What follows belongs to an exercise in optimizing a design on an open flow for small area and a short achievable clock period; a production flow would make more cautious choices.
Function was checked by simulation only, so behaviour that the tests miss may differ from the original.

`design.v`:
```
module fpadder3(a, b, sub, agtb, altb, r);
  input  [31:0] a, b;
  input  sub;           
  input  agtb, altb;    
  output [31:0] r;
  wire [30:0] big = altb ? b[30:0] : a[30:0];
  wire [30:0] sml = altb ? a[30:0] : b[30:0];
  wire [7:0] eb = big[30:23];
  wire [7:0] d = eb - sml[30:23];
  wire [23:0] s5 = {1'b1, big[22:0]};
  wire [23:0] s3 = {1'b1, sml[22:0]} - {23'b0, sub};
  wire [23:0] sh = (d > 8'd23) ? 24'b0 : (s3 >> d[4:0]);
  wire [24:0] sum = {1'b0, s5} + {1'b0, sh ^ {24{sub}}};
  wire [7:0] ea_add = eb + {7'b0, sum[24]};
  wire [22:0] ma_add = sum[24] ? sum[23:1] : sum[22:0];
  wire eqe = (a[30:23] == b[30:23]);
  wire dec = ~sum[23] & ~(eqe & altb);
  wire [7:0] es = eb - {7'b0, dec};
  wire [22:0] ms = sum[23] ? sum[22:0] : {sum[21:0], 1'b0};
  wire ss = agtb ? a[31] : b[31];
  assign r = sub ? {ss, es, ms} : {a[31], ea_add, ma_add};
endmodule
module fpmultiplier(a, b, mul_out);
  input  [31:0] a, b;
  output [31:0] mul_out;
  wire [23:0] x = {1'b1, a[22:0]};
  wire [23:0] y = {1'b1, b[22:0]};
  wire [23:0] s [0:23];
  wire [23:0] c [0:23];
  assign s[0] = x & {24{y[0]}};
  assign c[0] = 24'b0;
  genvar i, j;
  generate for (i = 1; i < 24; i = i + 1) begin : row
    wire [23:0] pp = x & {24{y[i]}};
    wire [23:0] sin = {1'b0, s[i-1][23:1]};
    assign s[i] = pp ^ sin ^ c[i-1];
    assign c[i] = (pp & sin) | (pp & c[i-1]) | (sin & c[i-1]);
  end endgenerate
  wire [23:0] hs = {1'b0, s[23][23:1]};
  wire [24:0] hc;
  wire [23:0] hi;
  assign hc[0] = 1'b0;
  generate for (j = 0; j < 24; j = j + 1) begin : cpa
    assign hi[j] = hs[j] ^ c[23][j] ^ hc[j];
    assign hc[j+1] = (hs[j] & c[23][j]) | (hs[j] & hc[j]) | (c[23][j] & hc[j]);
  end endgenerate
  wire [47:0] f;
  assign f[47:24] = hi[23:0];
  assign f[23] = s[23][0];
  assign f[22:0] = 23'b0;    
  wire [7:0] e = a[30:23] + b[30:23] - 8'd127;
  wire [7:0] e1 = f[47] ? e + 8'd1 : e;
  wire [22:0] m = f[47] ? f[46:24] : f[45:23];
  assign mul_out = {a[31] ^ b[31], e1, m};
endmodule
module srt4_sel(y, k, p2, p1, n2, n1);
  input  [6:0] y;
  input  [2:0] k;
  output p2, p1, n2, n1;
  reg [5:0] m2, m1;
  always @* case (k)
    3'd0: begin m2 = 6'd12; m1 = 6'd4; end
    3'd1: begin m2 = 6'd14; m1 = 6'd4; end
    3'd2: begin m2 = 6'd15; m1 = 6'd5; end
    3'd3: begin m2 = 6'd17; m1 = 6'd5; end
    3'd4: begin m2 = 6'd18; m1 = 6'd6; end
    3'd5: begin m2 = 6'd20; m1 = 6'd6; end
    3'd6: begin m2 = 6'd21; m1 = 6'd7; end
    default: begin m2 = 6'd23; m1 = 6'd7; end
  endcase
  wire s = y[6];
  wire [5:0] m = y[5:0] ^ {6{s}};
  wire ge2 = s ? (m > m2) : (m >= m2);
  wire ge1 = s ? (m > m1) : (m >= m1);
  assign p2 = ~s & ge2;
  assign p1 = ~s & ge1 & ~ge2;
  assign n2 = s & ge2;
  assign n1 = s & ge1 & ~ge2;
endmodule
module srt4_row(ws, wc, d, ws_o, wc_o, p2, p1, n2, n1);
  input  [24:0] ws, wc;
  input  [23:0] d;
  output [24:0] ws_o, wc_o;
  output p2, p1, n2, n1;
  wire [6:0] y = ws[24:18] + wc[24:18];
  srt4_sel sel(y, d[22:20], p2, p1, n2, n1);
  wire [24:0] a = {ws[22:0], 2'b00};
  wire [24:0] b = {wc[22:0], 2'b00};
  wire [24:0] d1 = {1'b0, d};
  wire [24:0] d2 = {d, 1'b0};
  wire [24:0] c = ({25{p1}} & ~d1) | ({25{p2}} & ~d2) | ({25{n1}} & d1) | ({25{n2}} & d2);
  assign ws_o = a ^ b ^ c;
  assign wc_o = {((a[23:0] & b[23:0]) | (a[23:0] & c[23:0]) | (b[23:0] & c[23:0])), p1 | p2};
endmodule
module srt4_front #(parameter K = 1) (xm, bm, ws, wc, p, n);
  input  [22:0] xm, bm;
  output [24:0] ws, wc;
  output [2*K-1:0] p, n;
  wire [23:0] d = {1'b1, bm};
  wire [24:0] x = {2'b01, xm};
  wire p2, p1, n2, n1;
  srt4_sel sel({3'b000, x[23:20]}, d[22:20], p2, p1, n2, n1);
  wire [24:0] d1 = {1'b0, d};
  wire [24:0] d2 = {d, 1'b0};
  wire [24:0] c = ({25{p1}} & ~d1) | ({25{p2}} & ~d2) | ({25{n1}} & d1) | ({25{n2}} & d2);
  wire [24:0] ws_r [0:K];
  wire [24:0] wc_r [0:K];
  wire [2*K+1:0] pp, nn;
  assign ws_r[1] = x ^ c;
  assign wc_r[1] = {x[23:0] & c[23:0], p1 | p2};
  assign pp[2*K+1:2*K] = {p2, p1};
  assign nn[2*K+1:2*K] = {n2, n1};
  genvar i;
  generate for (i = 1; i < K; i = i + 1) begin : row
    srt4_row r(ws_r[i], wc_r[i], d, ws_r[i+1], wc_r[i+1],
               pp[2*K+1-2*i], pp[2*K-2*i], nn[2*K+1-2*i], nn[2*K-2*i]);
  end endgenerate
  assign ws = ws_r[K];
  assign wc = wc_r[K];
  assign p = pp[2*K+1:2];
  assign n = nn[2*K+1:2];
endmodule
module srt4_mid #(parameter K = 1) (ws_i, wc_i, bm, ws, wc, p, n);
  input  [24:0] ws_i, wc_i;
  input  [22:0] bm;
  output [24:0] ws, wc;
  output [2*K-1:0] p, n;
  wire [23:0] d = {1'b1, bm};
  wire [24:0] ws_r [0:K];
  wire [24:0] wc_r [0:K];
  assign ws_r[0] = ws_i;
  assign wc_r[0] = wc_i;
  genvar i;
  generate for (i = 0; i < K; i = i + 1) begin : row
    srt4_row r(ws_r[i], wc_r[i], d, ws_r[i+1], wc_r[i+1],
               p[2*K-1-2*i], p[2*K-2-2*i], n[2*K-1-2*i], n[2*K-2-2*i]);
  end endgenerate
  assign ws = ws_r[K];
  assign wc = wc_r[K];
endmodule
module srt4_final #(parameter K = 1) (ws_i, wc_i, bm, p_i, n_i, e, s, z);
  input  [24:0] ws_i, wc_i;
  input  [22:0] bm;
  input  [25-2*K:0] p_i, n_i;
  input  [7:0] e;       
  input  s;
  output [31:0] z;
  wire [23:0] d = {1'b1, bm};
  wire [24:0] ws, wc;
  wire [2*K-1:0] p3, n3;
  srt4_mid #(K) u_rows(ws_i, wc_i, bm, ws, wc, p3, n3);
  wire [3:0] v = ws[24:21] + wc[24:21];
  wire qp = ~v[3];
  wire qn = v[3] & (v[2:0] <= 3'd5);
  wire [24:0] a = {ws[23:0], 1'b0};
  wire [24:0] b = {wc[23:0], 1'b0};
  wire [24:0] d1 = {1'b0, d};
  wire [24:0] c = ({25{qp}} & ~d1) | ({25{qn}} & d1);
  wire [24:0] ws2 = a ^ b ^ c;
  wire [24:0] wc2 = {((a[23:0] & b[23:0]) | (a[23:0] & c[23:0]) | (b[23:0] & c[23:0])), qp};
  wire [24:0] w = ws2 + wc2;
  wire neg = w[24];
  wire [26:0] P = {p_i, p3, qp};
  wire [26:0] N = {n_i, n3, qn};
  wire [25:0] q = P[25:0] + ~N[25:0] + {25'b0, ~neg};
  wire [22:0] m;
  genvar i;
  generate for (i = 0; i < 23; i = i + 1) begin : mb
    assign m[i] = q[0] ? q[23-i] : q[24-i];
  end endgenerate
  assign z = {s, e - {7'b0, q[0]}, m};
endmodule
module top_module(final_out,clk,reset,load,select,qnan,snan,negzero,poszero,neginfinity,posinfinity,overflow,underflow,a,b);
  input [31:0] a,b;
  output [31:0] final_out;
  input clk,reset,load;
  input [1:0] select;
  output qnan,snan,negzero,poszero,neginfinity,posinfinity,overflow,underflow;
  localparam K1 = 4;             
  localparam K3 = 1;             
  localparam K2 = 13 - K1 - K3;  
  wire [24:0] ws1, wc1, ws1z, wc1z;
  wire [2*K1-1:0] qp1, qn1, qp1z, qn1z;
  srt4_front #(K1) f1(a[22:0], b[22:0], ws1, wc1, qp1, qn1);
  srt4_front #(K1) f0(23'b0, 23'b0, ws1z, wc1z, qp1z, qn1z);    
  reg [31:0] ra, rb;
  reg [1:0] rsel;
  reg [24:0] rws, rwc;
  reg [2*K1-1:0] rqp, rqn;
  always @(posedge clk)
    if (reset) begin
      ra <= 0; rb <= 0; rsel <= 0;
      rws <= ws1z; rwc <= wc1z; rqp <= qp1z; rqn <= qn1z;
    end else if (load) begin
      ra <= a; rb <= b; rsel <= select;
      rws <= ws1; rwc <= wc1; rqp <= qp1; rqn <= qn1;
    end
  wire agtb = ra[30:0] > rb[30:0];
  wire altb = ra[30:0] < rb[30:0];
  wire [31:0] addsub, mul_out;
  fpadder3 u_as(ra, rb, rsel[0], agtb, altb, addsub);
  fpmultiplier u_mul(ra, rb, mul_out);
  wire [31:0] other = rsel[1] ? (rsel[0] ? {9'b0, rb[22:0]} : mul_out) : addsub;
  wire [24:0] ws2, wc2;
  wire [2*K2-1:0] qp2, qn2;
  srt4_mid #(K2) m2(rws, rwc, rb[22:0], ws2, wc2, qp2, qn2);
  wire [7:0] ed = ra[30:23] - rb[30:23] + 8'd127;
  wire za = ra[22:0] == 23'b0, zb = rb[22:0] == 23'b0;
  wire e0a = ra[30:23] == 8'd0, e0b = rb[30:23] == 8'd0;
  wire e1a = ra[30:23] == 8'd1, e1b = rb[30:23] == 8'd1;
  wire o_pz = (za & ~ra[31]) | (zb & ~rb[31]);
  wire o_sn = (e1a & ~ra[22]) | (e1b & ~rb[22]);
  wire o_qn = (e1a & ra[22]) | (e1b & rb[22]);
  wire o_nz = (za & e0a & ra[31]) | (zb & e0b & rb[31]);
  wire o_ni = (ra[31] & e1a & za) | (rb[31] & e1b & zb);
  reg [31:0] r_other;
  reg r_div, r_v;
  reg [24:0] r_ws, r_wc;
  reg [25-2*K3:0] r_qp, r_qn;
  reg [7:0] r_ed;
  reg r_sd;
  reg [4:0] r_of;
  always @(posedge clk)
    if (reset) begin
      r_other <= 0; r_div <= 0; r_v <= 0; r_ws <= 0; r_wc <= 0; r_qp <= 0; r_qn <= 0;
      r_ed <= 0; r_sd <= 0; r_of <= 0;
    end else begin
      r_other <= other; r_div <= &rsel; r_v <= 1'b1; r_ws <= ws2; r_wc <= wc2;
      r_qp <= {rqp, qp2}; r_qn <= {rqn, qn2};
      r_ed <= ed; r_sd <= ra[31] ^ rb[31];
      r_of <= {o_pz, o_sn, o_qn, o_nz, o_ni};
    end
  wire [31:0] z;
  srt4_final #(K3) u_fin(r_ws, r_wc, r_other[22:0], r_qp, r_qn, r_ed, r_sd, z);
  wire [31:0] result = r_div ? z : r_other;
  wire [22:0] fm = result[22:0];
  wire [7:0] fe = result[30:23];
  wire fs = result[31];
  wire mz = fm == 23'b0;
  wire e0 = fe == 8'd0, e1 = fe == 8'd1;
  assign final_out = result;
  assign poszero     = r_v & (r_of[4] | (mz & e0 & ~fs));
  assign posinfinity = r_v & (~fs & e1 & mz);
  assign snan        = r_v & (r_of[3] | (e1 & mz));
  assign qnan        = r_v & (r_of[2] | (e1 & (fm == 23'd1)));
  assign negzero     = r_v & (r_of[1] | (mz & e0 & fs));
  assign neginfinity = r_v & r_of[0];
  assign overflow    = r_v & (fe == 8'h80);
  assign underflow   = r_v & (fe == 8'h82);
endmodule
```
`run.sh`:
```
#!/bin/bash
# synth_recipe.tcl (not shown) runs the flow's synth.tcl, then flattens the netlist and writes it again
# the make line also repeats each setting of config.mk as NAME=value (left out here)
make -C /OpenROAD-flow-scripts/flow DESIGN_CONFIG=/design/flow/config.mk WORK_HOME=/design/flow/orfs CLKGATE_MAP_FILE= SYNTH_SCRIPT=/design/flow/synth_recipe.tcl finish
```
`config.mk`:
```
export PLATFORM = sky130hd
export DESIGN_NAME = top_module
export DESIGN_NICKNAME = top_module
export VERILOG_FILES = /design/flow/design.v
export SDC_FILE = /design/flow/constraint.sdc
export NUM_CORES = 4
export LEC_CHECK = 0
export ABC_AREA = 1
export CAP_MARGIN = 20
export CORE_MARGIN = 2
export CORE_UTILIZATION = 40
export SLEW_MARGIN = 20
```
`constraint.sdc`:
```
create_clock -name core_clock -period 110.0 [get_ports {clk}]
set_input_delay 22.0000 -clock core_clock [delete_from_list [all_inputs] [get_ports {clk}]]
set_output_delay 22.0000 -clock core_clock [all_outputs]
set_load 0.01 [all_outputs]
```
==> reports/metrics.yaml <==
status: "no timing/DRC/antenna violations"
endpoint_kind: "register"
seq_area_frac_synth_pct: 9.97
finalClockSkew_ps: 33.9
multi_input_area_sq_mm: 0.0404
dieArea_sq_mm: 0.137
cts.htree.levels: 2
worstMarginPinSlew_ps: 1150
place_congestion: 0.956
critPathMostFrequentCell: "nand2_1"
core_area_sq_mm: 0.133
io_pins: 109
hold_buffers: 0
vias_per_cell: 5.40
fillers: 13600
slew_viol_final: 0
fin_crit_ps: 40530
synth_edf_count: 0
tns_ps: 0
hold_ws_ps: 429
critical_path.startpoint_type: "primary input"
max_cap_violations: 0
setup_slack_ps: 69470
netlist_area_sq_mm: 0.0534
setup_viol: 0
final_antenna_net_count: 0
syn-num-nets: 8315
nets: 8108
floorplan.die.width_microns: 370
critPathLaunch: "b[21]"
grt_max_degree: 78
synth_seq_cells: 266
drive_above_1_share_pct: 5.72
grt_antenna_before_repair: 8
final_hold_viol_count: 0
crit_slowest_cell: "a21oi_1"
synth_top_area_share_pct: 29.6
place_hpwl_mm: 138
initial_core_util_pct: 40.2
rows: 134
crit_type: "in -> reg"
clock_sinks: 266
synthTopCellsByArea: "fa_1, dfxtp_1, inv_1"
clk_latency_ps: 570
clkSlewWorstSetupHoldPaths_ps: 60
synth_ff_type: "dfxtp_1"
arrival_ps: 40940
synth_area_per_cell_sq_um: 7.54
cts_tree: "done"
yosysMostFrequentCell: "inv_1"
yosys.area.top_type: "fa_1"
hold_class: "reg -> reg"
drc_errors: 0
seq_area_sq_mm: 0.00536
grt_pass1_wl_mm: 276
slowest_delay_ps: 730
area_growth_pct: 5.50
maxSlewHeadroom_pct: 23.0
cts-root-buf: "clkbuf_16"
ctsResizeCount: 0
cts_setup_buffers: 0
drtPass1Iterations: 6
first_global_vias: 46700
finalCritPeriodShare_pct: 36.8
grtUsageTotal_pct: 25.9
pre_cts_ws_ps: 68890
vias: 46800
wire_per_inst_microns: 20.4
async_flop_share_pct: 0
drtIter0Drc: 4390
portBuffers: 108
dp_cells: 8610
yosys_warnings: 6
ys_types: 73
fin_cells: 8672
rsz0062_at_grt: "no"
overflow: 0
fp.dieH_microns: 370
critical_path.max_fanout: 44
yosys-top-cells-count: "inv_1, nand2_1, fa_1"
synth_cells: 7085
rr_startpoint: "rb[21]"
post-route-util_pct: 42.4
wirelength_mm: 177
crit_required_ps: 110410
cts-buffers-inserted: 34
min_from: "rqp[0]"
cts_buffer_depth: 3
clock.fmax_mhz: 24.7
==> cell families (layout without fill, tap and decap cells) <==
family / Yosys count / in the layout / share of synthesized area (%)
AO/OA/AOI/OAI: 1404 / 1404 / 15.7
multiplexers: 20 / 20 / 0.375
adder cells (fa/ha/maj): 1162 / 1162 / 38.3
buffers and inverters: 1870 / 1687 / 14.4
other: 0 / 2 / 0
AND/OR/NAND/NOR: 2143 / 2143 / 17.6
XOR/XNOR: 220 / 220 / 3.74
flip-flops: 266 / 266 / 9.97
==> sequential cells by signal, indices dropped and copies added (netlist names) <==
signal and count:
r_other 32, ra 32, rb 32, r_ws 25, rws 25, r_wc 23, rwc 23, r_qn 22
r_qp 22, r_ed 8, rqn 6, rqp 6, r_of 5, rsel 2, r_div 1, r_sd 1
r_v 1
==> placed cells by master (no fill, tap or decap), types with 12 or more instances in the layout <==
master,Yosys,layout
nor2_1,411,411
a32oi_1,15,15
xor2_1,141,140
fa_1,790,790
dfxtp_2,0,27
a21o_1,12,12
nand2_1,1248,1247
o21ai_0,462,462
inv_2,12,12
dfxtp_1,266,239
nand2_2,73,74
nand3_2,25,25
o211ai_1,45,45
nor4_1,18,18
inv_1,1379,1377
nand3_1,204,204
o221ai_1,77,77
mux2i_1,20,20
o22ai_1,133,133
a21oi_1,426,426
nand4_1,31,31
clkdlybuf4s50_1,0,106
a221oi_1,92,92
a211oi_1,30,30
a22oi_1,21,21
clkbuf_16,0,35
ha_1,371,371
nand2_4,36,36
a31oi_1,30,30
nor3_1,35,35
and2_1,13,13
xnor2_1,71,71
buf_4,5,105
o2111ai_1,12,12
clkinv_1,23,23
==> per-layer routing <==
metal  wire [microns]  GRT usage (%)
met3            13600           4.12
met1            77800           35.7
met2            78100           41.3
met4             6840           8.74
met5               77              0
==> final cells by class <==
type                       instances  share of cell area (%)
clock inverter                    14                   0.391
inverter                        1416                    9.45
tap                             1768                    3.92
timing repair buffer             211                    3.28
antenna                            2                 0.00888
sequential                       266                    9.51
multi-input combinational       4949                    71.7
clock buffer                      46                    1.72
==> final timing paths <==
path / end / slack, ps / cells past startpoint
setup / recovery: rws[18] / 69470 / 86
hold / removal: r_qp[16] / 430 / 2
setup reg to reg: r_ws[6] / 71740 / 192
hold reg to reg: r_qp[16] / 430 / 2
==> critical path: cells and delay by family <==
family                     cells  cell delay [ps]
and+or+nand+nor               20             3750
xor gates and xnor gates       5             1090
AOI/OAI and AO/OA             31             5710
buffers and inverters         16             3450
adders and majority gates     14             4880
==> per-stage QoR <==
stage	area [sq um]
2_1_floorplan	53400
6_report	56400
4_1_cts	56400
3_5_place_dp	55200
3_3_place_gp	55200
5_1_grt	56400

## static timing again, ports no longer ideal
No port has a modelled driver above. Below, the same layout with a new extraction and two added sets of constraints.
Step 1: set_driving_cell puts a clkbuf_16 on clk and a buf_2 on each other input, an assumption about the parent block.
Step 2 adds t to the input delays and takes it off the output delays; t is the mean of the earliest and latest rising clock arrival at the registers after step 1. Input paths then give back, and output paths get back, about the clock's delay inside the block.
a / b / c = ideal / step 1 / step 2; a / b = the first two.
shift t [ns]: 0.619
slack for setup (ns): 69.468 / 69.509 / 68.890
worst setup path after step 2: input to register
worst data-port slew with drivers (ns): 0.12
After both steps this run still meets setup and hold. The setup slack of this run moves by +0.041 ns with the drivers and by -0.578 ns with both steps.
